What follows belongs to an exercise in optimizing a design on an open flow for small area; a production flow would make more cautious choices. Where RTL was checked, it was by simulation tests only, not by an equivalence proof against the original. The RTL of run 1 was laid out without a check of its function. Power and IR drop assume default switching activity.

### run.sh
#!/bin/bash
# synth_recipe.tcl (not shown) runs the flow's synth.tcl, then flattens the netlist and writes it again
# the make line also repeats each setting of config.mk as NAME=value (left out here)
make -C /OpenROAD-flow-scripts/flow DESIGN_CONFIG=/design/flow/config.mk WORK_HOME=/design/flow/orfs CLKGATE_MAP_FILE= SYNTH_SCRIPT=/design/flow/synth_recipe.tcl finish
### config.mk
export PLATFORM = sky130hd
export DESIGN_NAME = countdisplay_VGA
export DESIGN_NICKNAME = countdisplay_VGA
export VERILOG_FILES = /design/flow/design.v
export SDC_FILE = /design/flow/constraint.sdc
export NUM_CORES = 4
export LEC_CHECK = 0
export ABC_AREA = 1
export CAP_MARGIN = 20
export CORE_MARGIN = 2
export CORE_UTILIZATION = 40
export CTS_BUF_LIST = sky130_fd_sc_hd__clkbuf_8
export SLEW_MARGIN = 20
export SYNTH_MEMORY_MAX_BITS = 65536
### constraint.sdc
create_clock -name core_clock -period 20.0 [get_ports {clk}]
set_input_delay 4.0000 -clock core_clock [delete_from_list [all_inputs] [get_ports {clk}]]
set_output_delay 4.0000 -clock core_clock [all_outputs]
set_load 0.01 [all_outputs]
### design.v
`timescale 1ns / 1ps
module countdisplay_VGA(
    input clk,
    input rst,
    input [1:0]btn,
    input [1:0]btn2,
    input [1:0]count_light,
    input [3:0]count_55_0,
    input [3:0]count_55_1,
    input [3:0]turn_left_en,
    output [2:0] r,
    output [2:0] g,
    output [1:0] b,
    output hs,
    output vs
    );
    function [9:0] add10; input [9:0] a; input [9:0] b; integer i; reg c; begin
        c = 1'b0;
        for (i = 0; i < 10; i = i + 1) begin add10[i] = a[i] ^ b[i] ^ c; c = (a[i] & b[i]) | (c & (a[i] ^ b[i])); end
    end endfunction
    function [9:0] sub10; input [9:0] a; input [9:0] b; integer i; reg c; begin
        c = 1'b0;   
        for (i = 0; i < 10; i = i + 1) begin sub10[i] = a[i] ^ b[i] ^ c; c = (~a[i] & b[i]) | (c & ~(a[i] ^ b[i])); end
    end endfunction
    function [9:0] inc10; input [9:0] a; integer i; reg c; begin
        c = 1'b1;
        for (i = 0; i < 10; i = i + 1) begin inc10[i] = a[i] ^ c; c = a[i] & c; end
    end endfunction
    function lt10; input [9:0] a; input [9:0] b; integer i; reg r; begin
        r = 1'b0;
        for (i = 0; i < 10; i = i + 1) r = (~a[i] & b[i]) | (~(a[i] ^ b[i]) & r);
        lt10 = r;
    end endfunction
    function inr; input [9:0] x; input [9:0] lo; input [9:0] hi; begin
        inr = ~lt10(x, lo) & ~lt10(hi, x);
    end endfunction
    function ltc7; input [6:0] a; input [6:0] b; begin ltc7 = lt10({3'd0, a}, {3'd0, b}); end endfunction
    function ltc8; input [7:0] a; input [7:0] b; begin ltc8 = lt10({2'd0, a}, {2'd0, b}); end endfunction
    function ltc9; input [8:0] a; input [8:0] b; begin ltc9 = lt10({1'd0, a}, {1'd0, b}); end endfunction
    function ltc10; input [9:0] a; input [9:0] b; begin ltc10 = lt10(a, b); end endfunction
    function [9:0] stepk; input [9:0] a; input s; integer i; reg c; begin
        c = s;
        for (i = 0; i < 10; i = i + 1) begin stepk[i] = a[i] ^ c; c = a[i] & c; end
    end endfunction
    reg [9:0] hcount, vcount;
    reg rr, gg;
    assign r = {3{rr}};
    assign g = {3{gg}};
    assign b = 2'b00;
    assign hs = ~lt10(hcount, 10'd96);
    assign vs = |vcount[9:1];
    wire [9:0] h = hcount;
    wire [9:0] v = vcount;
    wire h_end = hcount[9] & hcount[8] & (&hcount[4:0]);           
    wire v_end = vcount[9] & vcount[3];                             
    wire vs_rise = h_end && (vcount[9:1] == 9'd0) && vcount[0];    
    always @(posedge clk) hcount <= (!rst || h_end) ? 10'd0 : stepk(hcount, 1'b1);
    always @(posedge clk) vcount <= (!rst || (h_end && v_end)) ? 10'd0 : stepk(vcount, h_end);
    reg [4:0] hj, vj;
    always @(posedge clk) begin
        if (!rst) hj <= 5'd0;
        else hj <= {hj[3:0], ~hj[4]};
    end
    always @(posedge clk) begin
        if (!rst) vj <= 5'd0;
        else if (h_end) vj <= v_end ? 5'd0 : {vj[3:0], ~vj[4]};
    end
    wire hm = ~hj[4] & ~hj[2];    
    wire vm = ~vj[4] & ~vj[2];    
    wire [1:0] cl = count_light;
    wire red1 = ~btn[1];           
    wire red2 = ~btn2[1];
    wire go_d = (btn == 2'b11) && (cl == 2'b01);
    wire go_r = (btn2 == 2'b11) && (cl == 2'b10);
    wire go_l = (btn2 == 2'b11) && (cl == 2'b00);
    wire go_u = (btn == 2'b11) && (cl == 2'b11);
    reg [8:0] dc_k, tl0_k, uc_k, tl2_k;
    reg [9:0] rc_k, lc_k;
    reg [7:0] tl1_k, tl3_k, tr2_k, tr3_k;
    reg [6:0] tr0_k, tr1_k;
    wire dc_last = (&{dc_k[8], dc_k[7], dc_k[1], dc_k[0]}), tl0_last = (&{tl0_k[8], tl0_k[7], tl0_k[5], tl0_k[1], tl0_k[0]});
    wire dc_mv = go_d || (red1 && !ltc9(dc_k, 9'd14));
    wire grpA = vs_rise && !dc_last && (dc_mv || (red1 && !ltc9(tl0_k, 9'd14)));
    always @(posedge clk) dc_k  <= (!rst || (vs_rise && dc_last)) ? 9'd0 : stepk({1'b0, dc_k}, grpA && dc_mv);
    always @(posedge clk) tl0_k <= (!rst || (grpA && tl0_last)) ? 9'd0 : stepk({1'b0, tl0_k}, grpA);
    wire rc_last = (&{rc_k[9], rc_k[5], rc_k[4], rc_k[3], rc_k[2], rc_k[1]});
    wire rc_mv = go_r || (red2 && !ltc10(rc_k, 10'd16));
    wire grpF = vs_rise && !rc_last && (rc_mv || (red2 && !ltc8(tl1_k, 8'd16)));
    always @(posedge clk) rc_k  <= (!rst || (vs_rise && rc_last)) ? 10'd0 : stepk(rc_k, grpF && rc_mv);
    always @(posedge clk) tl1_k <= !rst ? 8'd0 : stepk({2'b0, tl1_k}, grpF && !(&{tl1_k[7], tl1_k[5], tl1_k[4], tl1_k[3], tl1_k[2], tl1_k[0]}));
    wire lc_last = (&{lc_k[9], lc_k[5], lc_k[4], lc_k[2], lc_k[1]}), tl3_last = (&{tl3_k[7], tl3_k[6], tl3_k[3], tl3_k[0]});
    wire lc_mv = go_l || (red2 && !ltc10(lc_k, 10'd24));
    wire grpG = vs_rise && !lc_last && (lc_mv || (red2 && !ltc8(tl3_k, 8'd12)));
    always @(posedge clk) lc_k  <= (!rst || (vs_rise && lc_last)) ? 10'd0 : stepk(lc_k, grpG && lc_mv);
    always @(posedge clk) tl3_k <= (!rst || (grpG && tl3_last)) ? 8'd0 : stepk({2'b0, tl3_k}, grpG);
    wire uc_last = (&{uc_k[8], uc_k[7], uc_k[3], uc_k[1], uc_k[0]}), tl2_last = (&{tl2_k[8], tl2_k[5], tl2_k[0]});
    wire uc_mv = go_u || (red1 && !ltc9(uc_k, 9'd9));
    wire grpH = vs_rise && !uc_last && (uc_mv || (red1 && !ltc9(tl2_k, 9'd9)));
    always @(posedge clk) uc_k  <= (!rst || (vs_rise && uc_last)) ? 9'd0 : stepk({1'b0, uc_k}, grpH && uc_mv);
    always @(posedge clk) tl2_k <= (!rst || (grpH && tl2_last)) ? 9'd0 : stepk({1'b0, tl2_k}, grpH);
    wire tr0_st = vs_rise && (!turn_left_en[0] || !ltc7(tr0_k, 7'd22));
    wire tr1_st = vs_rise && (!turn_left_en[1] || !ltc7(tr1_k, 7'd8));
    wire tr2_st = vs_rise && (!turn_left_en[2] || !ltc8(tr2_k, 8'd8));
    wire tr3_st = vs_rise && (!turn_left_en[3] || !ltc8(tr3_k, 8'd9));
    always @(posedge clk) tr0_k <= (!rst || (tr0_st && (&{tr0_k[6]}))) ? 7'd0 : stepk({3'b0, tr0_k}, tr0_st);
    always @(posedge clk) tr1_k <= (!rst || (tr1_st && (&{tr1_k[6], tr1_k[5], tr1_k[3], tr1_k[1]}))) ? 7'd0 : stepk({3'b0, tr1_k}, tr1_st);
    always @(posedge clk) tr2_k <= (!rst || (tr2_st && (&{tr2_k[7], tr2_k[6], tr2_k[4], tr2_k[1], tr2_k[0]}))) ? 8'd0 : stepk({2'b0, tr2_k}, tr2_st);
    always @(posedge clk) tr3_k <= (!rst || (tr3_st && (&{tr3_k[7], tr3_k[1], tr3_k[0]}))) ? 8'd0 : stepk({2'b0, tr3_k}, tr3_st);
    wire early = (hcount == 10'd0);
    wire [9:0] bx_v   = h | ({10{early}} & v);
    wire [9:0] bx_nvh = h | ({10{early}} & ~{1'b0, v[9:1]});
    wire [9:0] bx_v2  = h | ({10{early}} & {v[8:0], 1'b0});
    wire [9:0] bx_nv2 = h | ({10{early}} & ~{v[8:0], 1'b0});
    wire [9:0] tr0_op = {3'd0, tr0_k};
    wire [9:0] tr0_s = sub10(bx_nvh, tr0_op);
    wire tr0_h = (inr(tr0_s, 10'd670, 10'd673));
    wire [9:0] tr0_t = ~tr0_s;
    wire tr0_vt = ((ltc7(tr0_k, 7'd32)) && (inr(tr0_t, 10'd224, 10'd225) | inr(tr0_t, 10'd227, 10'd228) | inr(tr0_t, 10'd230, 10'd231))) | ((!ltc7(tr0_k, 7'd32)) && (inr(v, 10'd384, 10'd387) | inr(v, 10'd390, 10'd393) | inr(v, 10'd396, 10'd399)));
    reg tr0_vr;
    always @(posedge clk) if (early) tr0_vr <= tr0_vt;
    wire tr0_hit = tr0_h & tr0_vr;
    wire [9:0] tr2_op = {2'd0, tr2_k};
    wire [9:0] tr2_s = add10(bx_nvh, tr2_op);
    wire tr2_h = (inr(tr2_s, 10'd240, 10'd243));
    wire [9:0] tr2_t = ~tr2_s;
    wire tr2_vt = ((ltc8(tr2_k, 8'd28)) && (inr(tr2_t, 10'd47, 10'd48) | inr(tr2_t, 10'd50, 10'd51) | inr(tr2_t, 10'd53, 10'd54) | inr(tr2_t, 10'd56, 10'd57))) | ((!ltc8(tr2_k, 8'd28)) && (inr(v, 10'd150, 10'd153) | inr(v, 10'd156, 10'd159) | inr(v, 10'd162, 10'd165) | inr(v, 10'd168, 10'd171)));
    reg tr2_vr;
    always @(posedge clk) if (early) tr2_vr <= tr2_vt;
    wire tr2_hit = tr2_h & tr2_vr;
    wire [9:0] tr3_op = {1'd0, tr3_k, 1'b0};
    wire [9:0] tr3_s = sub10(bx_v2, tr3_op);
    wire tr3_h = ((ltc8(tr3_k, 8'd38)) && (inr(tr3_s, 10'd202, 10'd205) | inr(tr3_s, 10'd208, 10'd211) | inr(tr3_s, 10'd214, 10'd217) | inr(tr3_s, 10'd220, 10'd223))) | ((!ltc8(tr3_k, 8'd38)) && (inr(h, 10'd278, 10'd281) | inr(h, 10'd284, 10'd287) | inr(h, 10'd290, 10'd293) | inr(h, 10'd296, 10'd299)));
    wire [9:0] tr3_t = {1'b0, tr3_s[9:1]};
    wire tr3_vt = ((inr(tr3_t, 10'd400, 10'd403)) & (v[9] | v[8]));
    reg tr3_vr;
    always @(posedge clk) if (early) tr3_vr <= tr3_vt;
    wire tr3_hit = tr3_h & tr3_vr;
    wire [9:0] tl3_op = {1'd0, tl3_k, 1'b0};
    wire [9:0] tl3_s = sub10(bx_nv2, tl3_op);
    wire tl3_h = ((ltc8(tl3_k, 8'd142)) && (inr(tl3_s, 10'd202, 10'd205) | inr(tl3_s, 10'd208, 10'd211) | inr(tl3_s, 10'd214, 10'd217))) | ((!ltc8(tl3_k, 8'd142)) && (inr(h, 10'd486, 10'd489) | inr(h, 10'd492, 10'd495) | inr(h, 10'd498, 10'd501)));
    wire [9:0] tl3_t = {1'b0, ~tl3_s[9:1]};
    wire tl3_vt = (inr(tl3_t, 10'd290, 10'd293));
    reg tl3_vr;
    always @(posedge clk) if (early) tl3_vr <= tl3_vt;
    wire tl3_hit = tl3_h & tl3_vr;
    wire [9:0] tl0_op = {1'd0, tl0_k};
    wire [9:0] tl0_s = add10(bx_v, tl0_op);
    wire tl0_h = ((ltc9(tl0_k, 9'd28)) && (inr(h, 10'd471, 10'd474))) | ((!ltc9(tl0_k, 9'd28)) && (inr(tl0_s, 10'd499, 10'd502)));
    wire [9:0] tl0_t = tl0_s;
    wire tl0_vt = ((ltc9(tl0_k, 9'd178)) && (inr(tl0_t, 10'd418, 10'd421) | inr(tl0_t, 10'd424, 10'd427) | inr(tl0_t, 10'd430, 10'd433))) | ((!ltc9(tl0_k, 9'd178)) && (inr(v, 10'd240, 10'd243) | inr(v, 10'd246, 10'd249) | inr(v, 10'd252, 10'd255)));
    reg tl0_vr;
    always @(posedge clk) if (early) tl0_vr <= tl0_vt;
    wire tl0_hit = tl0_h & tl0_vr;
    wire [9:0] tl1_op = (ltc8(tl1_k, 8'd25)) ? {2'd0, tl1_k} : {1'd0, tl1_k, 1'b0};
    wire [9:0] tl1_s = add10(bx_nv2, tl1_op);
    wire tl1_h = ((ltc8(tl1_k, 8'd25)) && (inr(tl1_s, 10'd715, 10'd718) | inr(tl1_s, 10'd721, 10'd724) | inr(tl1_s, 10'd727, 10'd730))) | ((!ltc8(tl1_k, 8'd25)) && (inr(tl1_s, 10'd740, 10'd743) | inr(tl1_s, 10'd746, 10'd749) | inr(tl1_s, 10'd752, 10'd755)));
    wire [9:0] tl1_t = {1'b0, ~tl1_s[9:1]};
    wire tl1_vt = ((ltc8(tl1_k, 8'd25)) && (inr(v, 10'd240, 10'd243))) | ((!ltc8(tl1_k, 8'd25)) && (inr(tl1_t, 10'd215, 10'd218)));
    reg tl1_vr;
    always @(posedge clk) if (early) tl1_vr <= tl1_vt;
    wire tl1_hit = tl1_h & tl1_vr;
    wire [9:0] tl2_op = (ltc9(tl2_k, 9'd202)) ? {tl2_k[8:0],1'b0} : {1'd0, tl2_k};
    wire [9:0] tl2_s = sub10(bx_v2, tl2_op);
    wire tl2_h = ((ltc9(tl2_k, 9'd78)) && (inr(h, 10'd445, 10'd448))) | ((!ltc9(tl2_k, 9'd78) && ltc9(tl2_k, 9'd202)) && (inr(tl2_s, 10'd289, 10'd292))) | ((!ltc9(tl2_k, 9'd202)) && (inr(tl2_s, 10'd491, 10'd494)));
    wire [9:0] tl2_t = {1'b0, tl2_s[9:1]};
    wire tl2_vt = ((ltc9(tl2_k, 9'd202)) && (inr(tl2_t, 10'd100, 10'd103) | inr(tl2_t, 10'd106, 10'd109) | inr(tl2_t, 10'd112, 10'd115))) | ((!ltc9(tl2_k, 9'd202)) && (inr(v, 10'd302, 10'd305) | inr(v, 10'd308, 10'd311) | inr(v, 10'd314, 10'd317)));
    reg tl2_vr;
    always @(posedge clk) if (early) tl2_vr <= tl2_vt;
    wire tl2_hit = tl2_h & tl2_vr;
    wire [9:0] tr1_op = {2'd0, tr1_k, 1'b0};
    wire [9:0] tr1_s = add10(bx_v2, tr1_op);
    wire tr1_h = ((ltc7(tr1_k, 7'd36)) && (inr(tr1_s, 10'd715, 10'd718) | inr(tr1_s, 10'd721, 10'd724) | inr(tr1_s, 10'd733, 10'd736))) | ((!ltc7(tr1_k, 7'd36)) && (inr(h, 10'd643, 10'd646) | inr(h, 10'd649, 10'd652) | inr(h, 10'd661, 10'd664)));
    wire [9:0] tr1_t = {1'b0, tr1_s[9:1]};
    wire tr1_vt = (inr(tr1_t, 10'd135, 10'd138));
    reg tr1_vr;
    always @(posedge clk) if (early) tr1_vr <= tr1_vt;
    wire tr1_hit = tr1_h & tr1_vr;
    wire turn_hit = ~early & (tr0_hit | tr2_hit | tr3_hit | tl3_hit | tl0_hit | tl1_hit | tl2_hit | tr1_hit);
    wire dc_h = (inr(h, 10'd488, 10'd491) | inr(h, 10'd503, 10'd506) | inr(h, 10'd518, 10'd521) | inr(h, 10'd608, 10'd611) | inr(h, 10'd623, 10'd626) | inr(h, 10'd638, 10'd641));
    wire [9:0] dc_v0 = add10(v, {1'd0, dc_k});
    wire dc_v = (inr(dc_v0, 10'd418, 10'd421) | inr(dc_v0, 10'd424, 10'd427) | inr(dc_v0, 10'd430, 10'd433) | inr(dc_v0, 10'd436, 10'd439));
    wire dc_hit = dc_h & dc_v;
    wire uc_h = (inr(h, 10'd278, 10'd281) | inr(h, 10'd293, 10'd296) | inr(h, 10'd308, 10'd311) | inr(h, 10'd408, 10'd411) | inr(h, 10'd423, 10'd426) | inr(h, 10'd438, 10'd441));
    wire [9:0] uc_v0 = sub10(v, {1'd0, uc_k});
    wire uc_v = (inr(uc_v0, 10'd94, 10'd97) | inr(uc_v0, 10'd100, 10'd103) | inr(uc_v0, 10'd106, 10'd109) | inr(uc_v0, 10'd112, 10'd115));
    wire uc_hit = uc_h & uc_v;
    wire [9:0] rc_h0 = add10(h, rc_k);
    wire rc_h = (inr(rc_h0, 10'd715, 10'd718) | inr(rc_h0, 10'd721, 10'd724) | inr(rc_h0, 10'd727, 10'd730) | inr(rc_h0, 10'd733, 10'd736));
    wire rc_v = (inr(v, 10'd172, 10'd175) | inr(v, 10'd182, 10'd185) | inr(v, 10'd192, 10'd195) | inr(v, 10'd212, 10'd215) | inr(v, 10'd222, 10'd225) | inr(v, 10'd232, 10'd235));
    wire rc_hit = rc_h & rc_v;
    wire [9:0] lc_h0 = sub10(h, lc_k);
    wire lc_h = (inr(lc_h0, 10'd196, 10'd199) | inr(lc_h0, 10'd202, 10'd205) | inr(lc_h0, 10'd208, 10'd211) | inr(lc_h0, 10'd214, 10'd217));
    wire lc_v = (inr(v, 10'd319, 10'd322) | inr(v, 10'd329, 10'd332) | inr(v, 10'd339, 10'd342) | inr(v, 10'd359, 10'd362) | inr(v, 10'd369, 10'd372) | inr(v, 10'd379, 10'd382));
    wire lc_hit = lc_h & lc_v;
    wire car_hit = turn_hit | dc_hit | uc_hit | rc_hit | lc_hit;
    wire arrow_hit = (((v == 10'd104)) && ((h == 10'd522) || (h == 10'd642)))
      || (((v == 10'd105)) && (inr(h, 10'd521, 10'd523) || inr(h, 10'd641, 10'd643)))
      || (((v == 10'd106) || inr(v, 10'd109, 10'd114)) && (inr(h, 10'd520, 10'd524) || inr(h, 10'd640, 10'd644)))
      || (((v == 10'd107)) && (inr(h, 10'd519, 10'd525) || inr(h, 10'd639, 10'd645)))
      || (((v == 10'd108)) && (inr(h, 10'd518, 10'd526) || inr(h, 10'd638, 10'd646)))
      || (((v == 10'd163) || (v == 10'd171) || (v == 10'd223) || (v == 10'd231)) && ((h == 10'd220)))
      || (((v == 10'd164) || (v == 10'd170) || (v == 10'd224) || (v == 10'd230)) && (inr(h, 10'd220, 10'd221)))
      || (((v == 10'd165) || (v == 10'd169) || (v == 10'd225) || (v == 10'd229)) && (inr(h, 10'd214, 10'd222)))
      || (((v == 10'd166) || (v == 10'd168) || (v == 10'd226) || (v == 10'd228)) && (inr(h, 10'd214, 10'd223)))
      || (((v == 10'd167) || (v == 10'd227)) && (inr(h, 10'd214, 10'd224)))
      || (((v == 10'd178) || (v == 10'd251)) && ((h == 10'd726)))
      || (((v == 10'd179) || (v == 10'd250)) && (inr(h, 10'd725, 10'd727)))
      || (((v == 10'd180) || (v == 10'd246) || (v == 10'd249)) && (inr(h, 10'd724, 10'd728)))
      || (((v == 10'd181) || (v == 10'd248)) && (inr(h, 10'd723, 10'd729)))
      || (((v == 10'd182) || (v == 10'd247)) && (inr(h, 10'd722, 10'd730)))
      || (((v == 10'd183)) && (inr(h, 10'd725, 10'd728)))
      || (((v == 10'd184)) && (inr(h, 10'd724, 10'd727)))
      || (((v == 10'd185)) && (inr(h, 10'd722, 10'd725)))
      || (((v == 10'd186)) && (inr(h, 10'd722, 10'd725) || (h == 10'd730)))
      || (((v == 10'd187)) && (inr(h, 10'd721, 10'd724) || inr(h, 10'd730, 10'd731)))
      || (((v == 10'd188) || (v == 10'd192) || (v == 10'd237) || (v == 10'd241)) && (inr(h, 10'd715, 10'd732)))
      || (((v == 10'd189) || (v == 10'd191) || (v == 10'd238) || (v == 10'd240)) && (inr(h, 10'd715, 10'd733)))
      || (((v == 10'd190) || (v == 10'd239)) && (inr(h, 10'd715, 10'd734)))
      || (((v == 10'd193) || (v == 10'd236)) && (inr(h, 10'd730, 10'd731)))
      || (((v == 10'd194) || (v == 10'd235)) && ((h == 10'd730)))
      || (((v == 10'd242)) && (inr(h, 10'd720, 10'd724) || inr(h, 10'd730, 10'd731)))
      || (((v == 10'd243)) && (inr(h, 10'd721, 10'd725) || (h == 10'd730)))
      || (((v == 10'd244)) && (inr(h, 10'd722, 10'd726)))
      || (((v == 10'd245)) && (inr(h, 10'd723, 10'd727)))
      || (((v == 10'd308) || (v == 10'd381)) && ((h == 10'd209)))
      || (((v == 10'd309) || (v == 10'd380)) && (inr(h, 10'd208, 10'd209)))
      || (((v == 10'd310)) && (inr(h, 10'd207, 10'd224)))
      || (((v == 10'd311)) && (inr(h, 10'd206, 10'd224) || (h == 10'd719)))
      || (((v == 10'd312)) && (inr(h, 10'd205, 10'd224) || inr(h, 10'd718, 10'd719)))
      || (((v == 10'd313)) && (inr(h, 10'd206, 10'd224) || inr(h, 10'd717, 10'd725)))
      || (((v == 10'd314)) && (inr(h, 10'd207, 10'd224) || inr(h, 10'd716, 10'd725)))
      || (((v == 10'd315)) && (inr(h, 10'd208, 10'd209) || inr(h, 10'd215, 10'd219) || inr(h, 10'd715, 10'd725)))
      || (((v == 10'd316)) && ((h == 10'd209) || inr(h, 10'd214, 10'd218) || inr(h, 10'd716, 10'd725)))
      || (((v == 10'd317)) && (inr(h, 10'd213, 10'd217) || inr(h, 10'd717, 10'd725)))
      || (((v == 10'd318)) && (inr(h, 10'd212, 10'd216) || inr(h, 10'd718, 10'd719)))
      || (((v == 10'd319)) && (inr(h, 10'd211, 10'd215) || (h == 10'd719)))
      || (((v == 10'd320) || (v == 10'd369)) && (inr(h, 10'd209, 10'd217)))
      || (((v == 10'd321) || (v == 10'd368)) && (inr(h, 10'd210, 10'd216)))
      || (((v == 10'd322) || (v == 10'd367) || (v == 10'd370)) && (inr(h, 10'd211, 10'd215)))
      || (((v == 10'd323) || (v == 10'd366)) && (inr(h, 10'd212, 10'd214)))
      || (((v == 10'd324) || (v == 10'd365)) && ((h == 10'd213)))
      || (((v == 10'd371)) && (inr(h, 10'd212, 10'd216) || (h == 10'd719)))
      || (((v == 10'd372)) && (inr(h, 10'd213, 10'd217) || inr(h, 10'd718, 10'd719)))
      || (((v == 10'd373)) && ((h == 10'd209) || inr(h, 10'd214, 10'd218) || inr(h, 10'd717, 10'd725)))
      || (((v == 10'd374)) && (inr(h, 10'd208, 10'd209) || inr(h, 10'd215, 10'd219) || inr(h, 10'd716, 10'd725)))
      || (((v == 10'd375)) && (inr(h, 10'd207, 10'd224) || inr(h, 10'd715, 10'd725)))
      || (((v == 10'd376)) && (inr(h, 10'd206, 10'd224) || inr(h, 10'd716, 10'd725)))
      || (((v == 10'd377)) && (inr(h, 10'd205, 10'd224) || inr(h, 10'd717, 10'd725)))
      || (((v == 10'd378)) && (inr(h, 10'd206, 10'd224) || inr(h, 10'd718, 10'd719)))
      || (((v == 10'd379)) && (inr(h, 10'd207, 10'd224) || (h == 10'd719)))
      || (((v == 10'd416)) && (inr(h, 10'd279, 10'd283) || inr(h, 10'd399, 10'd403) || (h == 10'd531) || (h == 10'd640)))
      || (((v == 10'd417)) && (inr(h, 10'd279, 10'd283) || inr(h, 10'd399, 10'd403) || inr(h, 10'd530, 10'd532) || inr(h, 10'd639, 10'd641) || (h == 10'd649)))
      || (((v == 10'd418)) && (inr(h, 10'd279, 10'd283) || inr(h, 10'd399, 10'd403) || (h == 10'd522) || inr(h, 10'd529, 10'd533) || inr(h, 10'd638, 10'd642) || inr(h, 10'd649, 10'd650)))
      || (((v == 10'd419)) && (inr(h, 10'd279, 10'd283) || inr(h, 10'd399, 10'd403) || inr(h, 10'd521, 10'd522) || inr(h, 10'd528, 10'd534) || inr(h, 10'd637, 10'd643) || inr(h, 10'd649, 10'd651)))
      || (((v == 10'd420)) && (inr(h, 10'd279, 10'd283) || inr(h, 10'd399, 10'd403) || inr(h, 10'd521, 10'd523) || inr(h, 10'd527, 10'd535) || inr(h, 10'd636, 10'd644) || inr(h, 10'd649, 10'd652)))
      || (((v == 10'd421)) && (inr(h, 10'd279, 10'd283) || inr(h, 10'd399, 10'd403) || inr(h, 10'd519, 10'd523) || inr(h, 10'd529, 10'd533) || inr(h, 10'd638, 10'd642) || inr(h, 10'd648, 10'd653)))
      || (((v == 10'd422)) && (inr(h, 10'd277, 10'd285) || inr(h, 10'd397, 10'd405) || inr(h, 10'd518, 10'd524) || inr(h, 10'd529, 10'd533) || inr(h, 10'd638, 10'd642) || inr(h, 10'd647, 10'd654)))
      || (((v == 10'd423)) && (inr(h, 10'd278, 10'd284) || inr(h, 10'd398, 10'd404) || inr(h, 10'd517, 10'd525) || inr(h, 10'd529, 10'd533) || inr(h, 10'd638, 10'd642) || inr(h, 10'd646, 10'd655)))
      || (((v == 10'd424)) && (inr(h, 10'd279, 10'd283) || inr(h, 10'd399, 10'd403) || inr(h, 10'd516, 10'd526) || inr(h, 10'd529, 10'd533) || inr(h, 10'd638, 10'd642) || inr(h, 10'd645, 10'd654)))
      || (((v == 10'd425)) && (inr(h, 10'd280, 10'd282) || inr(h, 10'd400, 10'd402) || inr(h, 10'd517, 10'd527) || inr(h, 10'd529, 10'd533) || inr(h, 10'd638, 10'd642) || inr(h, 10'd644, 10'd653)))
      || (((v == 10'd426)) && ((h == 10'd281) || (h == 10'd401) || inr(h, 10'd518, 10'd522) || inr(h, 10'd524, 10'd533) || inr(h, 10'd638, 10'd647) || inr(h, 10'd649, 10'd652)))
      || (((v == 10'd427)) && (inr(h, 10'd519, 10'd522) || inr(h, 10'd525, 10'd533) || inr(h, 10'd638, 10'd646) || inr(h, 10'd649, 10'd651)))
      || (((v == 10'd428)) && (inr(h, 10'd520, 10'd522) || inr(h, 10'd526, 10'd533) || inr(h, 10'd638, 10'd645) || inr(h, 10'd649, 10'd650)))
      || (((v == 10'd429)) && (inr(h, 10'd521, 10'd522) || inr(h, 10'd527, 10'd533) || inr(h, 10'd638, 10'd644) || (h == 10'd649)))
      || (((v == 10'd430)) && ((h == 10'd522) || inr(h, 10'd528, 10'd533) || inr(h, 10'd638, 10'd643)))
      || ((inr(v, 10'd431, 10'd435)) && (inr(h, 10'd529, 10'd533) || inr(h, 10'd638, 10'd642)));
    function le5; input [4:0] a; input [4:0] c; integer i; reg r; begin
        r = 1'b1;
        for (i = 0; i < 5; i = i + 1) r = (~a[i] & c[i]) | (~(a[i] ^ c[i]) & r);
        le5 = r;
    end endfunction
    function in5; input [4:0] x; input [4:0] lo; input [4:0] hi; begin
        in5 = le5(lo, x) & le5(x, hi);
    end endfunction
    function glyph;
        input [3:0] d;
        input [4:0] x;
        input [4:0] y;
        reg T, M, B, U, L, Lc, Rc, Cc;
        begin
            T = le5(y, 5'd2); M = in5(y, 5'd9, 5'd10); B = in5(y, 5'd17, 5'd19);
            U = in5(y, 5'd3, 5'd8); L = in5(y, 5'd11, 5'd16);
            Lc = le5(x, 5'd4); Rc = in5(x, 5'd15, 5'd19); Cc = in5(x, 5'd10, 5'd14);
            case (d)
            4'd0: glyph = T | B | (in5(y, 5'd3, 5'd16) & (Lc | Rc));
            4'd1: glyph = ((y == 5'd0) & Cc) | ((y == 5'd1) & in5(x, 5'd6, 5'd14)) | ((y == 5'd2) & in5(x, 5'd3, 5'd14))
                        | (in5(y, 5'd3, 5'd17) & Cc) | (in5(y, 5'd18, 5'd19) & in5(x, 5'd5, 5'd19));
            4'd2: glyph = T | M | B | (U & Rc) | (L & Lc);
            4'd3: glyph = T | M | B | ((U | L) & Rc);
            4'd4: glyph = (le5(y, 5'd8) & (Lc | Cc)) | M | (in5(y, 5'd11, 5'd19) & Cc);
            4'd5: glyph = T | M | B | (U & Lc) | (L & Rc);
            4'd6: glyph = T | M | B | (U & Lc) | (L & (Lc | Rc));
            4'd7: glyph = T | (in5(y, 5'd3, 5'd19) & Rc);
            4'd8: glyph = T | M | B | ((U | L) & (Lc | Rc));
            4'd9: glyph = T | M | (U & (Lc | Rc)) | (in5(y, 5'd11, 5'd19) & Rc);
            default: glyph = 1'b0;
            endcase
        end
    endfunction
    wire t = cl[0];
    wire [4:0] P = t ? h[4:0] : v[4:0];
    wire [4:0] Q = t ? v[4:0] : h[4:0];
    reg rowin, inL, inR; reg [4:0] yc, xcL, xcR;
    always @* begin
        case (cl)
        2'b01: begin rowin = inr(v, 10'd360, 10'd379); inL = inr(h, 10'd500, 10'd519); inR = inr(h, 10'd470, 10'd489); yc = 5'd24; xcL = 5'd12; xcR = 5'd10; end
        2'b11: begin rowin = inr(v, 10'd170, 10'd189); inL = inr(h, 10'd380, 10'd399); inR = inr(h, 10'd350, 10'd369); yc = 5'd22; xcL = 5'd4;  xcR = 5'd2;  end
        2'b10: begin rowin = inr(h, 10'd620, 10'd639); inL = inr(v, 10'd195, 10'd214); inR = inr(v, 10'd225, 10'd244); yc = 5'd20; xcL = 5'd23; xcR = 5'd21; end
        default: begin rowin = inr(h, 10'd273, 10'd292); inL = inr(v, 10'd350, 10'd369); inR = inr(v, 10'd380, 10'd399); yc = 5'd15; xcL = 5'd18; xcR = 5'd16; end
        endcase
    end
    wire [4:0] y = Q + yc;
    wire [4:0] x = (t ? P : ~P) + (inL ? xcL : xcR);
    wire [3:0] dsel = inL ? count_55_0 : count_55_1;
    wire digit_hit = rowin & (inL | inR) & glyph(dsel, x, y);
    wire v390_410 = inr(v, 10'd390, 10'd410);
    wire a0 = v390_410 & (inr(h, 10'd470, 10'd490) | inr(h, 10'd500, 10'd520));
    wire c0 = v390_410 & inr(h, 10'd530, 10'd550);
    wire h663_683 = inr(h, 10'd663, 10'd683);
    wire a1 = h663_683 & (inr(v, 10'd225, 10'd245) | inr(v, 10'd255, 10'd275));
    wire c1 = h663_683 & inr(v, 10'd195, 10'd215);
    wire v140_160 = inr(v, 10'd140, 10'd160);
    wire a2 = v140_160 & (inr(h, 10'd380, 10'd400) | inr(h, 10'd410, 10'd430));
    wire c2 = v140_160 & inr(h, 10'd350, 10'd370);
    wire h243_263 = inr(h, 10'd243, 10'd263);
    wire a3 = h243_263 & (inr(v, 10'd350, 10'd370) | inr(v, 10'd320, 10'd340));
    wire c3 = h243_263 & inr(v, 10'd380, 10'd400);
    wire hwide = inr(h, 10'd15, 10'd783);
    wire vtall = ~lt10(v, 10'd15);
    wire bl01 = (inr(v, 10'd405, 10'd415) | inr(v, 10'd120, 10'd130)) & hwide & hm;
    wire bl23 = (inr(h, 10'd230, 10'd240) | inr(h, 10'd700, 10'd710)) & vtall & vm;
    wire ylin = (inr(v, 10'd282, 10'd285) & (inr(h, 10'd15, 10'd230) | inr(h, 10'd710, 10'd775)))
            | (inr(h, 10'd465, 10'd468) & (inr(v, 10'd415, 10'd480) | inr(v, 10'd15, 10'd120)));
    wire dl = ((inr(v, 10'd206, 10'd209) | inr(v, 10'd345, 10'd348)) & hwide & hm & (lt10(h, 10'd230) | lt10(10'd700, h)))
            | ((inr(h, 10'd584, 10'd587) | inr(h, 10'd352, 10'd355)) & vtall & vm & (lt10(v, 10'd120) | lt10(10'd415, v)));
    wire b1ok = ~(btn[1] & ~btn[0]);
    wire b2ok = ~(btn2[1] & ~btn2[0]);
    reg s_hit, s_r, s_g;
    always @* begin
        s_hit = 1'b1; s_r = 1'b1; s_g = 1'b0;
        if (a0 && (cl != 2'b01 || b1ok)) begin s_r = (cl != 2'b01) | ~btn[1]; s_g = (cl == 2'b01) & btn[0]; end
        else if (c0) begin s_r = 1'b0; s_g = 1'b1; end
        else if (a1 && (cl != 2'b10 || b2ok)) begin s_r = (cl != 2'b10) | ~btn2[1]; s_g = (cl == 2'b10) & btn2[0]; end
        else if (c1) begin s_r = 1'b0; s_g = 1'b1; end
        else if (a2) begin s_r = (cl != 2'b11) | (btn == 2'b01) | (btn2 == 2'b01); s_g = (cl == 2'b11); end
        else if (c2) begin s_r = 1'b0; s_g = 1'b1; end
        else if (a3 && (cl != 2'b00 || b2ok)) begin s_r = (cl != 2'b00) | ~btn2[1]; s_g = (cl == 2'b00) & btn2[0]; end
        else if (c3) begin s_r = 1'b0; s_g = 1'b1; end
        else if (bl01 && b1ok) begin s_r = btn[0]; s_g = ~btn[1]; end
        else if (bl23 && b2ok) begin s_r = btn2[0]; s_g = ~btn2[1]; end
        else if (ylin) begin s_r = 1'b1; s_g = 1'b1; end
        else if (dl) begin s_r = 1'b1; s_g = 1'b0; end
        else s_hit = 1'b0;
    end
    wire r_next = s_hit ? s_r : car_hit;
    wire g_next = s_hit ? s_g : (!car_hit && (digit_hit || arrow_hit));
    always @(posedge clk) begin
        if (!rst) begin rr <= 1'b0; gg <= 1'b0; end
        else begin rr <= r_next; gg <= g_next; end
    end
endmodule
==> results of run 1 <==
## state kept, by name (all words and copies together), names as in the netlist, 9 cells and up
register,count
dc_k,9
hcount,10
uc_k,9
tl2_k,9
rc_k,10
vcount,10
tl0_k,9
lc_k,10
## power groups by stage
stage / Clock [mW] / Combinational (mW) / Sequential [mW]
2_1_floorplan: 0 / 0.0980 / 0.296
3_3_place_gp: 0 / 0.139 / 0.296
3_5_place_dp: 0 / 0.140 / 0.296
4_1_cts: 0.234 / 0.141 / 0.289
5_1_grt: 0.245 / 0.160 / 0.289
6_report: 0.226 / 0.143 / 0.289
## logic make-up (layout without fill, tap and decap cells)
group,Yosys count,after routing,share of synthesized area (%)
AND/OR/NAND/NOR,1206,1206,32.5
XOR/XNOR,27,27,1.45
flip-flops,142,142,18.0
buffers and inverters,523,539,12.7
adder cells (fa/ha/maj),234,234,22.2
AO/OA/AOI/OAI,365,365,13.2
other,1,2,0.0230
## how the worst max path moves through the flow
stage	start	depth (start not counted)	to
final	count_light[0]	27	gg
after detailed placement	count_light[0]	27	gg
after global placement	count_light[0]	30	gg
after floorplan	count_light[0]	25	gg
after CTS	count_light[0]	27	gg
after global routing	count_light[0]	27	gg
## cell usage after synthesis, drive strengths merged, types with 3 or more instances
| master | count | area, um^2 |
|---|---|---|
| nand4 | 71 | 450 |
| xor2 | 7 | 61.3 |
| edfxtp | 8 | 240 |
| a31oi | 15 | 100 |
| nor3 | 59 | 307 |
| or2 | 14 | 87.6 |
| nor2 | 359 | 1410 |
| clkbuf | 28 | 106 |
| o31ai | 18 | 140 |
| o2111ai | 10 | 87.6 |
| o22ai | 16 | 100 |
| nor4 | 21 | 131 |
| ha | 143 | 1790 |
| o41ai | 3 | 45.1 |
| a221oi | 3 | 26.3 |
| fa | 91 | 1820 |
| dfxtp | 134 | 2680 |
| xnor2 | 20 | 175 |
| nand3 | 186 | 961 |
| o21ai | 163 | 838 |
| buf | 43 | 265 |
| o211ai | 18 | 135 |
| a21oi | 98 | 490 |
| o32ai | 5 | 43.8 |
| nor3b | 5 | 37.5 |
| nand3b | 10 | 75.1 |
| inv | 450 | 1690 |
| nand2 | 478 | 1810 |
## stage by stage
step / std cells / hold slack, ns / area (um^2)
6_report: 3040 / 0.414 / 17400
5_1_grt: 3040 / 0.430 / 17400
4_1_cts: 3040 / 0.419 / 17400
3_5_place_dp: 3008 / 0.401 / 17100
3_3_place_gp: 3008 / 0.393 / 17100
2_1_floorplan: 2499 / 0.390 / 16300
## worst register-to-register path: cells and delay by family, from the launching register on
kind            cells  cell delay (ns)
compound gates      3             0.48
fa+ha+maj           8             2.77
buf+inv             9             1.93
flops               1             0.33
simple gates       11             1.82
## metal layers
layer	vias to the layer above	part of all wire (%)
met5	-	0.036
met4	4	5.4
met3	221	8.9
met2	897	46
met1	8241	40
li1	8133	-
## final cells by class
| class | instances | share of cell area, % |
|---|---|---|
| Timing Repair Buffer | 55 | 2.76 |
| Clock inverter | 14 | 0.675 |
| Multi-Input combinational cell | 1834 | 64.8 |
| Tap cell | 525 | 3.77 |
| Clock buffer | 18 | 1.42 |
| Inverter | 452 | 9.74 |
| Sequential cell | 142 | 16.8 |
==> impl_results.md, run 1 <==
- Most used cell, CP: nand2_1
- Hold Path End: hj[1]
- Final-report max-slew violation count: 0
- Leak: 8.55 nW
- Comb pwr share: 21.7%
- Initial antenna violation count: 2
- CTS Buffer Depth: 2
- Synth Cell Area: 16300 um^2
- Slew at the pin with the worst max-slew slack: 1.02 ns
- Post-synth cell types: 62
- Register area share after synthesis: 18.0%
- Grt ovf: 0
- CTS resizes: 0
- Cell Pwr Density: 37.8 nW/um^2
- Net Switching: 0.224 mW
- Syn Area/Cell: 6.52 um^2
- R2R setup slack: 12.61 ns
- Core Area: 39900 um^2
- Met1 usage: 39.4%
- Share of total power in the clock network: 34.4%
- Area delta synth->final: 7.00%
- IO Port Bufs: 27
- CTS Sinks: 142
- # diodes: 0
- Hold Crit Depth: 2
- Status: timing/DRC/antenna clean
- Total Wirelength: 66.4 mm
- Die height: 206 um
- Detail Route Antenna Nets: 0
- Worst skew pair latency: 0.50 ns
- Fin crit share: 40.7%
- Sequential power share: 43.9%
- Multi-input logic area: 11300 um^2
- FF-to-FF End: gg
- Pint: 0.435 mW
- Yosys warning total: 1
- Hold WC Path Type: reg2reg
- Met2 usage: 51.9%
- Hold Vio Cnt, Final: 0
- Worst Path Buf+Inv: 6
- Power, Total: 0.659 mW
- Final HPWL DP: 52.1 mm
- Maximum vdd drop: 0.0000510 V
- M3 GR Usage: 6.08%
- Worst r2r src: hcount[4]
- Rel. slew slack: 31.1%
- Gr busiest metal: met2
- Gpl congestion: 1.01
- Minimum clock period: 8.14 ns
- Hold Startpoint: hj[0]
- Die width: 206 um
- Place WS: 11.40 ns
- Top_reg_cell synth: dfxtp_1
- Vias after detailed routing: 17.5k
- Worst Path Arrival: 8.58 ns
- Wirelength per Cell: 21.8 um
- CTS buffer count: 17
- Storage element area: 2920 um^2
- Commonest non-fill, non-tap cells in the layout: nand2_1, inv_1, nor2_1
- Final setup margin: 11.86 ns
- Clock H-tree levels: 4
- R2R cell count: 31
- Final core utilization: 43.6%
- Switch share: 34.0%
- 1st-pass router iterations: 8
- Vias in the first global route: 17.0k
- Row count: 73
- Vias per cell: 5.76
- Critical path required time: 20.44 ns
- Startpoint Class: primary input
- Slowest stage delay, CP: 0.75 ns
- Number of flops mapped to enable cells by yosys: 8
- Layout cells sized above 1: 4.57%
- CTS tree: done
- Crit path capture type: flop
- Hold Buf Count CTS: 0
- CP delay by family, top: buffers and inverters
- Total Nets Final: 2756
- Clk root buf: clkbuf_8
- Worst path slowest cell: clkdlybuf4s50_1
- CTS clk-pin slew, worst paths: 0.10 ns
- DRC viols: 0
- FILL cells: 4261
- Boundary pin count: 30
- Synth async-reset ratio: 0%
- Pin count of the biggest net entering global routing: 26
- Setup tns final: 0 ns
- DRT iter0 DRCs: 1917
- CP Max Fanout: 24
- Commonest non-fill, non-tap cell in the layout: nand2_1
- Setup violators final: 0
- Peak Freq: 123 MHz
- Worst clock skew: 0.0214 ns
- Unrepaired setup endpoints after global routing: false
- Setup CP Type: in2reg
- Total track usage: 31.8%
- Syn Inst Count: 2498
- Register bit total from synthesis: 142
- First-pass GRT wire length: 100 mm
- Max Cap Violations: 0
- Initial core utilization: 40.8%
- Die Area: 42300 um^2
- Post-CTS Setup Inserts: 0
==> run 2, diff against run 1 <==
--- a/design.v
+++ b/design.v
@@ -106,11 +106,11 @@
     always @(posedge clk) tr1_k <= (!rst || (tr1_st && (&{tr1_k[6], tr1_k[5], tr1_k[3], tr1_k[1]}))) ? 7'd0 : stepk({3'b0, tr1_k}, tr1_st);
     always @(posedge clk) tr2_k <= (!rst || (tr2_st && (&{tr2_k[7], tr2_k[6], tr2_k[4], tr2_k[1], tr2_k[0]}))) ? 8'd0 : stepk({2'b0, tr2_k}, tr2_st);
     always @(posedge clk) tr3_k <= (!rst || (tr3_st && (&{tr3_k[7], tr3_k[1], tr3_k[0]}))) ? 8'd0 : stepk({2'b0, tr3_k}, tr3_st);
-    wire early = (hcount == 10'd0);
-    wire [9:0] bx_v   = h | ({10{early}} & v);
-    wire [9:0] bx_nvh = h | ({10{early}} & ~{1'b0, v[9:1]});
-    wire [9:0] bx_v2  = h | ({10{early}} & {v[8:0], 1'b0});
-    wire [9:0] bx_nv2 = h | ({10{early}} & ~{v[8:0], 1'b0});
+    wire early = (hcount[9:4] == 6'd0);
+    wire [9:0] bx_v   = early ? v : h;
+    wire [9:0] bx_nvh = early ? ~{1'b0, v[9:1]} : h;
+    wire [9:0] bx_v2  = early ? {v[8:0], 1'b0} : h;
+    wire [9:0] bx_nv2 = early ? ~{v[8:0], 1'b0} : h;
     wire [9:0] tr0_op = {3'd0, tr0_k};
     wire [9:0] tr0_s = sub10(bx_nvh, tr0_op);
     wire tr0_h = (inr(tr0_s, 10'd670, 10'd673));
==> run 2 against run 1 <==
Still clean on timing, DRC and antenna. Area after synthesis shrank 0.27%. Via count is essentially flat. Count of clock-buffer cells in the layout grew 2. Register-to-register slack gained 0.22 ns. Final area shrank 0.32%. Setup slack lost 0.59 ns. Fmax shrank 6.8%. Routed wire length shrank 0.57%. Clock skew shrank 0.0059 ns. Die area shrank 0.26%. Largest power group unchanged.
==> impl_results.md, run 2 <==
- Clock H-tree levels: 4 (unchanged)
- Status: timing/DRC/antenna clean
- R2R cell count: 30 (-3.2%)
- Initial core utilization: 40.7% (-0.11 points)
- Place WS: 10.84 ns (-0.565 ns)
- DRC viols: 0 (unchanged)
- Max Cap Violations: 0 (unchanged)
- Row count: 73 (unchanged)
- IO Port Bufs: 27 (unchanged)
- Worst Path Buf+Inv: 5 (-1)
- Final HPWL DP: 52.0 mm (-0.29%)
- Die width: 205 um (-0.13%)
- Clk root buf: clkbuf_8
- Critical path required time: 20.42 ns (-0.02 ns)
- Area delta synth->final: 6.94% (about the same)
- Most common cell in the netlist: nand2_1
- Detail Route Antenna Nets: 0 (unchanged)
- Total track usage: 31.8% (+0.073 points)
- Launch point of the critical path: count_light[0]
- FILL cells: 4237 (-0.56%)
- Worst r2r src: hcount[8]
- Hold Vio Cnt, Final: 0 (unchanged)
- Yosys top cell area share: 16.5% (+0.044 points)
- Commonest non-fill, non-tap cells in the layout: nand2_1, inv_1, nor2_1
- Hold WC Path Type: reg2reg
- Top_reg_cell synth: dfxtp_1
- Final setup margin: 11.26 ns (-0.595 ns)
- Hold Crit Depth: 2 (unchanged)
- Final-report max-slew violation count: 0 (unchanged)
- Power, Total: 0.594 mW (-9.8%)
- Fin crit share: 43.7% (+3.0 points)
- Post-CTS Setup Inserts: 0 (unchanged)
- Setup tns final: 0 ns (unchanged)
- Yosys warning total: 1 (unchanged)
- Hold Startpoint: hj[1]
- Gpl congestion: 1.02 (+0.82%)
- Grt ovf: 0 (unchanged)
- Initial antenna violation count: 0 (-2)
- CP delay by family, top: buffers and inverters
- Maximum vdd drop: 0.0000508 V (-0.28%)
- Layout cells sized above 1: 4.48% (-0.097 points)
- Slowest stage delay, CP: 0.94 ns (+0.19 ns)
- Setup violators final: 0 (unchanged)
- Syn Area/Cell: 6.48 um^2 (-0.63%)
- Synth Cell Area: 16200 um^2 (-0.27%)
- Setup CP Type: in2reg
- Vias after detailed routing: 17.5k (+0.086%)
- Peak Freq: 114 MHz (-6.8%)
- First-pass GRT wire length: 101 mm (+0.57%)
- Unrepaired setup endpoints after global routing: false
- CTS resizes: 0 (unchanged)
- Hold Buf Count CTS: 0 (unchanged)
- FF-to-FF End: gg
- Post-synth top cells: nand2_1, inv_1, nor2_1
- Vias per cell: 5.74 (-0.28%)
- Final core utilization: 43.5% (-0.14 points)
- Synth async-reset ratio: 0% (unchanged)
- Commonest non-fill, non-tap cell in the layout: nand2_1
- Worst Path Arrival: 9.16 ns (+0.58 ns)
- Register bit total from synthesis: 142 (unchanged)
- CTS clk-pin slew, worst paths: 0.09 ns (about the same)
- Core Area: 39900 um^2 (unchanged)
- Multi-input logic area: 11300 um^2 (-0.21%)
- Die Area: 42200 um^2 (-0.26%)
- Leak: 8.47 nW (-0.93%)
- Pin count of the biggest net entering global routing: 27 (+3.8%)
- CTS tree: done
- Crit path capture type: flop
- Wirelength per Cell: 21.6 um (-0.93%)
- Area contributors post-synth: dfxtp_1, nand2_1, fa_1
- 1st-pass router iterations: 9 (+1)
- Hold Path End: hj[2]
- Register area share after synthesis: 18.0% (+0.048 points)
- Cell Pwr Density: 34.2 nW/um^2 (-9.5%)
- Worst path slowest cell: clkdlybuf4s50_1
- Post-synth cell types: 69 (+11%)
- Storage element area: 2920 um^2 (unchanged)
- DRT iter0 DRCs: 1937 (+1.0%)
- Minimum clock period: 8.74 ns (+0.595 ns)
- R2R setup slack: 12.83 ns (+0.22 ns)
- Total Nets Final: 2767 (+0.40%)
- Yosys top cell by area: dfxtp_1
- Slew at the pin with the worst max-slew slack: 1.07 ns (+0.0431 ns)
- CTS Sinks: 142 (unchanged)
- Boundary pin count: 30 (unchanged)
- Worst skew pair latency: 0.49 ns (about the same)
- Most used cell, CP: nand2_1
- Rel. slew slack: 28.6% (-2.5 points)
- Die height: 205 um (-0.13%)
- CP Max Fanout: 26 (+8.3%)
- Worst clock skew: 0.0154 ns (-0.00594 ns)
- Startpoint Class: primary input
- Syn Inst Count: 2507 (+0.36%)
- CTS buffer count: 17 (unchanged)
- Number of flops mapped to enable cells by yosys: 8 (unchanged)
- Total Wirelength: 66.0 mm (-0.57%)
- CTS Buffer Depth: 2 (unchanged)
- Vias in the first global route: 17.2k (+1.4%)
## run 2: final cells by class
type,instances,area share [%]
sequential,142,16.8
inverter,455,9.84
tap,525,3.78
antenna,1,0.0144
clock buffer,20,1.59
timing repair buffer,49,2.51
clock inverter,11,0.512
multi-input combinational,1848,64.9
## run 2: logic make-up after synthesis
group | synth area share [%]
other | 0.0231
and+or+nand+nor | 32.8
AOI/OAI and AO/OA | 12.8
buffers and inverters | 12.6
muxes | 0.0617
xor gates and xnor gates | 1.51
DFF | 18.0
adders and majority gates | 22.2
## run 2: worst max-delay path by stage
stage | end | slack, ns | cells past startpoint
floorplan | gg | 12.47 | 27
global placement | gg | 10.99 | 27
detailed placement | gg | 10.84 | 28
CTS | gg | 11.35 | 28
global route | gg | 10.66 | 26
finish | gg | 11.26 | 26
## run 2: report_power, final
| group | switching (mW) | internal [mW] |
|---|---|---|
| sequential | 0.00103 | 0.286 |
| clock | 0.120 | 0.107 |
| combinational | 0.0564 | 0.0241 |
| total | 0.178 | 0.416 |
## run 2: metrics by stage
step	hold WS [ns]	cells	cell area, um^2
after floorplan	0.390	2508	16200
after CTS	0.426	3050	17400
final	0.426	3051	17400
after detailed placement	0.404	3019	17000
after global routing	0.448	3050	17400
after global placement	0.393	3019	17000
## run 2: worst reg2reg max path, delay by kind of cell (launching register included)
| kind | cells | cell delay, ns |
|---|---|---|
| flops | 1 | 0.31 |
| compound gates | 2 | 0.18 |
| fa+ha+maj | 9 | 3.13 |
| buf+inv | 5 | 0.93 |
| simple gates | 14 | 2.51 |
## run 2: layer usage
metal  wire length, um  vias up  GRT usage (%)
met5                 0        -              0
met4              4480        0           19.4
met3              5990      271           5.81
met2             29200      986           51.2
met1             26400     8128           39.6
li1                  -     8126              -
==> run 3, diff against run 2 <==
--- a/design.v
+++ b/design.v
@@ -106,11 +106,11 @@
     always @(posedge clk) tr1_k <= (!rst || (tr1_st && (&{tr1_k[6], tr1_k[5], tr1_k[3], tr1_k[1]}))) ? 7'd0 : stepk({3'b0, tr1_k}, tr1_st);
     always @(posedge clk) tr2_k <= (!rst || (tr2_st && (&{tr2_k[7], tr2_k[6], tr2_k[4], tr2_k[1], tr2_k[0]}))) ? 8'd0 : stepk({2'b0, tr2_k}, tr2_st);
     always @(posedge clk) tr3_k <= (!rst || (tr3_st && (&{tr3_k[7], tr3_k[1], tr3_k[0]}))) ? 8'd0 : stepk({2'b0, tr3_k}, tr3_st);
-    wire early = (hcount[9:4] == 6'd0);
-    wire [9:0] bx_v   = early ? v : h;
-    wire [9:0] bx_nvh = early ? ~{1'b0, v[9:1]} : h;
-    wire [9:0] bx_v2  = early ? {v[8:0], 1'b0} : h;
-    wire [9:0] bx_nv2 = early ? ~{v[8:0], 1'b0} : h;
+    wire early = (hcount == 10'd0);
+    wire [9:0] bx_v   = h | ({10{early}} & v);
+    wire [9:0] bx_nvh = h | ({10{early}} & ~{1'b0, v[9:1]});
+    wire [9:0] bx_v2  = h | ({10{early}} & {v[8:0], 1'b0});
+    wire [9:0] bx_nv2 = h | ({10{early}} & ~{v[8:0], 1'b0});
     wire [9:0] tr0_op = {3'd0, tr0_k};
     wire [9:0] tr0_s = sub10(bx_nvh, tr0_op);
     wire tr0_h = (inr(tr0_s, 10'd670, 10'd673));
@@ -276,25 +276,32 @@
         input [3:0] d;
         input [4:0] x;
         input [4:0] y;
-        reg T, M, B, U, L, Lc, Rc, Cc;
+        reg T, U, M, L, B, Lc, Cc, Rc, one;
+        reg [9:0] dd;
         begin
-            T = le5(y, 5'd2); M = in5(y, 5'd9, 5'd10); B = in5(y, 5'd17, 5'd19);
-            U = in5(y, 5'd3, 5'd8); L = in5(y, 5'd11, 5'd16);
-            Lc = le5(x, 5'd4); Rc = in5(x, 5'd15, 5'd19); Cc = in5(x, 5'd10, 5'd14);
+            T = le5(y, 5'd2); U = in5(y, 5'd3, 5'd8); M = in5(y, 5'd9, 5'd10);
+            L = in5(y, 5'd11, 5'd16); B = in5(y, 5'd17, 5'd19);
+            Lc = le5(x, 5'd4); Cc = in5(x, 5'd10, 5'd14); Rc = in5(x, 5'd15, 5'd19);
+            one = ((y == 5'd0) & Cc) | ((y == 5'd1) & in5(x, 5'd6, 5'd14)) | ((y == 5'd2) & in5(x, 5'd3, 5'd14))
+                | (in5(y, 5'd3, 5'd17) & Cc) | (in5(y, 5'd18, 5'd19) & in5(x, 5'd5, 5'd19));
+            dd = 10'd0;
             case (d)
-            4'd0: glyph = T | B | (in5(y, 5'd3, 5'd16) & (Lc | Rc));
-            4'd1: glyph = ((y == 5'd0) & Cc) | ((y == 5'd1) & in5(x, 5'd6, 5'd14)) | ((y == 5'd2) & in5(x, 5'd3, 5'd14))
-                        | (in5(y, 5'd3, 5'd17) & Cc) | (in5(y, 5'd18, 5'd19) & in5(x, 5'd5, 5'd19));
-            4'd2: glyph = T | M | B | (U & Rc) | (L & Lc);
-            4'd3: glyph = T | M | B | ((U | L) & Rc);
-            4'd4: glyph = (le5(y, 5'd8) & (Lc | Cc)) | M | (in5(y, 5'd11, 5'd19) & Cc);
-            4'd5: glyph = T | M | B | (U & Lc) | (L & Rc);
-            4'd6: glyph = T | M | B | (U & Lc) | (L & (Lc | Rc));
-            4'd7: glyph = T | (in5(y, 5'd3, 5'd19) & Rc);
-            4'd8: glyph = T | M | B | ((U | L) & (Lc | Rc));
-            4'd9: glyph = T | M | (U & (Lc | Rc)) | (in5(y, 5'd11, 5'd19) & Rc);
-            default: glyph = 1'b0;
+            4'd0: dd[0] = 1'b1; 4'd1: dd[1] = 1'b1; 4'd2: dd[2] = 1'b1; 4'd3: dd[3] = 1'b1; 4'd4: dd[4] = 1'b1;
+            4'd5: dd[5] = 1'b1; 4'd6: dd[6] = 1'b1; 4'd7: dd[7] = 1'b1; 4'd8: dd[8] = 1'b1; 4'd9: dd[9] = 1'b1;
+            default: dd = 10'd0;
             endcase
+            glyph = ((dd[0] | dd[2] | dd[3] | dd[5] | dd[6] | dd[7] | dd[8] | dd[9]) & T)
+                  | ((dd[2] | dd[3] | dd[4] | dd[5] | dd[6] | dd[8] | dd[9]) & M)
+                  | ((dd[0] | dd[2] | dd[3] | dd[5] | dd[6] | dd[8]) & B)
+                  | ((dd[0] | dd[4] | dd[5] | dd[6] | dd[8] | dd[9]) & U & Lc)
+                  | ((dd[0] | dd[2] | dd[3] | dd[7] | dd[8] | dd[9]) & U & Rc)
+                  | ((dd[0] | dd[2] | dd[6] | dd[8]) & L & Lc)
+                  | ((dd[0] | dd[3] | dd[5] | dd[6] | dd[7] | dd[8] | dd[9]) & L & Rc)
+                  | (dd[0] & M & Lc)
+                  | ((dd[0] | dd[7]) & M & Rc)
+                  | ((dd[7] | dd[9]) & B & Rc)
+                  | (dd[4] & (((T | U) & (Lc | Cc)) | ((L | B) & Cc)))
+                  | (dd[1] & one);
         end
     endfunction
     wire t = cl[0];
@@ -309,8 +316,12 @@
         default: begin rowin = inr(h, 10'd273, 10'd292); inL = inr(v, 10'd350, 10'd369); inR = inr(v, 10'd380, 10'd399); yc = 5'd15; xcL = 5'd18; xcR = 5'd16; end
         endcase
     end
-    wire [4:0] y = Q + yc;
-    wire [4:0] x = (t ? P : ~P) + (inL ? xcL : xcR);
+    function [4:0] add5; input [4:0] a; input [4:0] b; integer i; reg c; begin
+        c = 1'b0;
+        for (i = 0; i < 5; i = i + 1) begin add5[i] = a[i] ^ b[i] ^ c; c = (a[i] & b[i]) | (c & (a[i] ^ b[i])); end
+    end endfunction
+    wire [4:0] y = add5(Q, yc);
+    wire [4:0] x = add5(t ? P : ~P, inL ? xcL : xcR);
     wire [3:0] dsel = inL ? count_55_0 : count_55_1;
     wire digit_hit = rowin & (inL | inR) & glyph(dsel, x, y);
     wire v390_410 = inr(v, 10'd390, 10'd410);
--- a/config.mk
+++ b/config.mk
@@ -6,9 +6,9 @@
 export NUM_CORES = 4
 export LEC_CHECK = 0
 export ABC_AREA = 1
-export CAP_MARGIN = 20
+export CAP_MARGIN = 0
 export CORE_MARGIN = 2
 export CORE_UTILIZATION = 40
 export CTS_BUF_LIST = sky130_fd_sc_hd__clkbuf_8
-export SLEW_MARGIN = 20
+export SLEW_MARGIN = 0
 export SYNTH_MEMORY_MAX_BITS = 65536
==> run 3 against run 2 <==
Still clean. Synthesized cell count fell by 5.4%. Worst hold slack lost 0.016 ns. Clock skew rose by 0.0053 ns. First-iteration DRC count fell by 14%. Count of clock-buffer cells in the layout shrank 2. Critical path type unchanged.
==> impl_results.md, run 3 <==
- Status: timing/DRC/antenna clean
- Worst skew pair latency: 0.55 ns (+0.06 ns)
- DRT iter0 DRCs: 1669 (-14%)
- Peak Freq: 117 MHz (+2.2%)
- CP Max Fanout: 26 (unchanged)
- FILL cells: 4270 (+0.78%)
- Hold WC Path Type: reg2reg
- CTS Sinks: 142 (unchanged)
- Simple-gate share of the synthesized area: 29.1% (-3.7 points)
- Initial antenna violation count: 2 (+2)
- Slowest stage delay, CP: 0.79 ns (-0.15 ns)
- Mux contribution to synthesized area: 0% (-0.062 points)
- Post-synth cell types: 66 (-4.3%)
- Grt ovf: 0 (unchanged)
- Die height: 203 um (-1.0%)
- Initial core utilization: 40.3% (-0.38 points)
- Slew at the pin with the worst max-slew slack: 1.15 ns (+0.0802 ns)
- CTS buffer count: 17 (unchanged)
- Fin crit share: 42.8% (-0.94 points)
- Yosys top cell by area: dfxtp_1
- Post-CTS Setup Inserts: 0 (unchanged)
- Maximum vdd drop: 0.0000803 V (+58%)
- Unrepaired setup endpoints after global routing: false
- Yosys warning total: 1 (unchanged)
- WP depth: 24 (-7.7%)
- FF-to-FF End: rr
- CTS resizes: 0 (unchanged)
- DRC viols: 0 (unchanged)
- Synth async-reset ratio: 0% (unchanged)
- Row count: 73 (unchanged)
- Detail Route Antenna Nets: 0 (unchanged)
- Area contributors post-synth: dfxtp_1, fa_1, ha_1
- Final HPWL DP: 52.9 mm (+1.8%)
- Final-report max-slew violation count: 0 (unchanged)
- Clk root buf: clkbuf_8
- Setup tns final: 0 ns (unchanged)
- Largest family of logic cells by synthesized area: simple AND/OR/NAND/NOR gates
- R2R setup slack: 12.29 ns (-0.54 ns)
- Layout cells sized above 1: 5.55% (+1.1 points)
- Synth Area in Adders: 22.7% (+0.50 points)
- Core Area: 39500 um^2 (-1.1%)
- First-pass GRT wire length: 100 mm (-0.49%)
- CTS tree: done
- Hold Buf Count CTS: 0 (unchanged)
- Total Nets Final: 2636 (-4.7%)
- Commonest non-fill, non-tap cells in the layout: inv_1, nand2_1, nor2_1
- Vias after detailed routing: 16.8k (-4.2%)
- Pin count of the biggest net entering global routing: 38 (+41%)
- Top_reg_cell synth: dfxtp_1
- Clock H-tree levels: 4 (unchanged)
- Hold Vio Cnt, Final: 0 (unchanged)
- Die Area: 41400 um^2 (-2.0%)
- Syn Area/Cell: 6.71 um^2 (+3.6%)
- Boundary pin count: 30 (unchanged)
- Yosys top cell area share: 16.9% (+0.35 points)
- Syn Inst Count: 2371 (-5.4%)
- IO Port Bufs: 27 (unchanged)
- CTS clk-pin slew, worst paths: 0.10 ns (about the same)
- Critical path required time: 20.43 ns (about the same)
- Worst r2r src: hcount[1]
- Launch point of the critical path: count_light[0]
- Setup violators final: 0 (unchanged)
- Gpl congestion: 1.05 (+2.6%)
- CTS Buffer Depth: 2 (unchanged)
- Commonest non-fill, non-tap cell in the layout: inv_1
- CP Capture Point: gg
- CP delay by family, top: adder cells
- Compound-Gate Fraction of Synth Area: 15.5% (+2.7 points)
- Synth Area in XOR/XNOR: 1.60% (+0.087 points)
- Register area share after synthesis: 18.4% (+0.38 points)
- Crit path capture type: flop
- Setup CP Type: in2reg
- Post-synth top cells: inv_1, nand2_1, nor2_1
- Synth Cell Area: 15900 um^2 (-2.1%)
- Worst Path Arrival: 8.98 ns (-0.18 ns)
- Total track usage: 32.8% (+0.94 points)
- 1st-pass router iterations: 6 (-3)
- Critical path cell sequence: clkdlybuf4s50_1 -> inv_1 -> ha_1 -> inv_1 -> nand2_4 -> nand2_2 -> o32ai_1 -> inv_1 -> fa_1 -> fa_1 -> fa_1 -> a21oi_1 -> a21boi_0 -> nand2_1 -> nand4_1 -> o211ai_1 -> nand3b_1 -> nand2_1 -> a21oi_1 -> nand3_1 -> nand2_1 -> nand2_1 -> nand2_1 -> a21oi_2
- Register bit total from synthesis: 142 (unchanged)
- Power, Total: 0.677 mW (+14%)
- R2R cell count: 27 (-10%)
- Number of flops mapped to enable cells by yosys: 8 (unchanged)
- Worst clock skew: 0.0208 ns (+0.00534 ns)
- Minimum clock period: 8.55 ns (-0.189 ns)
- Worst path slowest cell: clkdlybuf4s50_1
- Wirelength per Cell: 22.9 um (+5.8%)
- Total Wirelength: 66.9 mm (+1.4%)
- Leak: 7.99 nW (-5.7%)
- Max Cap Violations: 0 (unchanged)
- Vias per cell: 5.74 (about the same)
- Worst Path Buf+Inv: 4 (-1)
- Cell Pwr Density: 39.5 nW/um^2 (+15%)
- Vias in the first global route: 16.5k (-4.6%)
- Most common cell in the netlist: inv_1
- Most used cell, CP: nand2_1
- Area delta synth->final: 7.95%
- Rel. slew slack: 22.8% (-5.8 points)
- Die width: 203 um (-1.0%)
- Startpoint Class: primary input
## run 3: metal layers
layer  up-vias  global-route usage (%)  routed length [um]
li1       7806                       -                   -
met1      7902                    40.9               27600
met2       828                    51.5               29600
met3       230                    7.43                5200
met4         2                    20.0                4550
met5         -                       0                  13
## run 3: worst register-to-register path, delay by kind of cell, from the launching register on
| kind | cells | cell delay [ns] |
|---|---|---|
| AOI/OAI and AO/OA | 5 | 1.11 |
| and+or+nand+nor | 9 | 1.82 |
| adders and majority gates | 9 | 3.44 |
| buffers and inverters | 4 | 0.54 |
| DFF | 1 | 0.62 |
## run 3: where the power goes
group | leakage [nW] | switching (mW) | internal, mW
clock network | 0.216 | 0.130 | 0.129
logic | 6.61 | 0.0879 | 0.0403
registers | 1.16 | 0.00166 | 0.288
total | 7.99 | 0.220 | 0.457
## run 3: worst min path at each step
stage / from / end / slack, ns / cells after the start
after floorplan: hj[0] / hj[1] / 0.39 / 2
after global placement: hj[3] / hj[4] / 0.39 / 2
after detailed placement: hj[3] / hj[4] / 0.40 / 2
after CTS: hj[3] / hj[4] / 0.42 / 2
after global routing: hj[4] / hj[0] / 0.43 / 1
final: hj[4] / hj[0] / 0.41 / 1
## run 3: cells by family after synthesis
kind of cell / count (synthesis)
flip-flops: 142
AO/OA/AOI/OAI: 411
buffers and inverters: 516
adder cells (fa/ha/maj): 232
AND/OR/NAND/NOR: 1040
XOR/XNOR: 29
other: 1
## run 3: metrics by stage
stage          worst slack, ns  hold WS (ns)  std cells  util, %  instance area [um^2]
2_1_floorplan            11.94         0.390       2372        -                 15900
3_3_place_gp             11.00         0.394       2890     42.4                 16700
3_5_place_dp             10.87         0.400       2890     42.4                 16700
4_1_cts                  11.52         0.423       2922     43.5                 17200
5_1_grt                  11.07         0.434       2922     43.5                 17200
6_report                 11.45         0.410       2923     43.5                 17200
## run 3: final cells by class
type	count	area [um^2]	area share, %
multi-input combinational	1714	11000	63.9
clock inverter	14	180	1.05
antenna	1	2.50	0.0146
timing repair buffer	55	480	2.80
inverter	454	1710	9.94
tap	525	657	3.83
clock buffer	18	248	1.44
sequential	142	2920	17.0

[afterwards: timing with drivers on the ports]
Ports are ideal in the flow. The routed layouts listed here were re-timed in OpenROAD. Step 1 assumes that a clkbuf_16 drives the clock port and a buf_2 every other input. Step 2 times the ports against the registers' clock, not the clock port: input delays grow and output delays shrink by t, the midpoint of the rising clock arrivals with the driver on. Three values: no drivers, after step 1, after step 2; two values: the first two.
run	t, ns	slack for setup (ns)	worst data-port slew with drivers (ns)
run 1	0.542	11.856 / 11.884 / 11.341	0.04
run 2	0.530	11.261 / 11.269 / 10.739	0.08
run 3	0.591	11.450 / 11.478 / 10.886	0.04
After both steps every run listed still meets setup and hold. For run 3, which loses most, drivers alone change the setup slack by +0.028 ns; drivers and shift together by -0.564 ns.
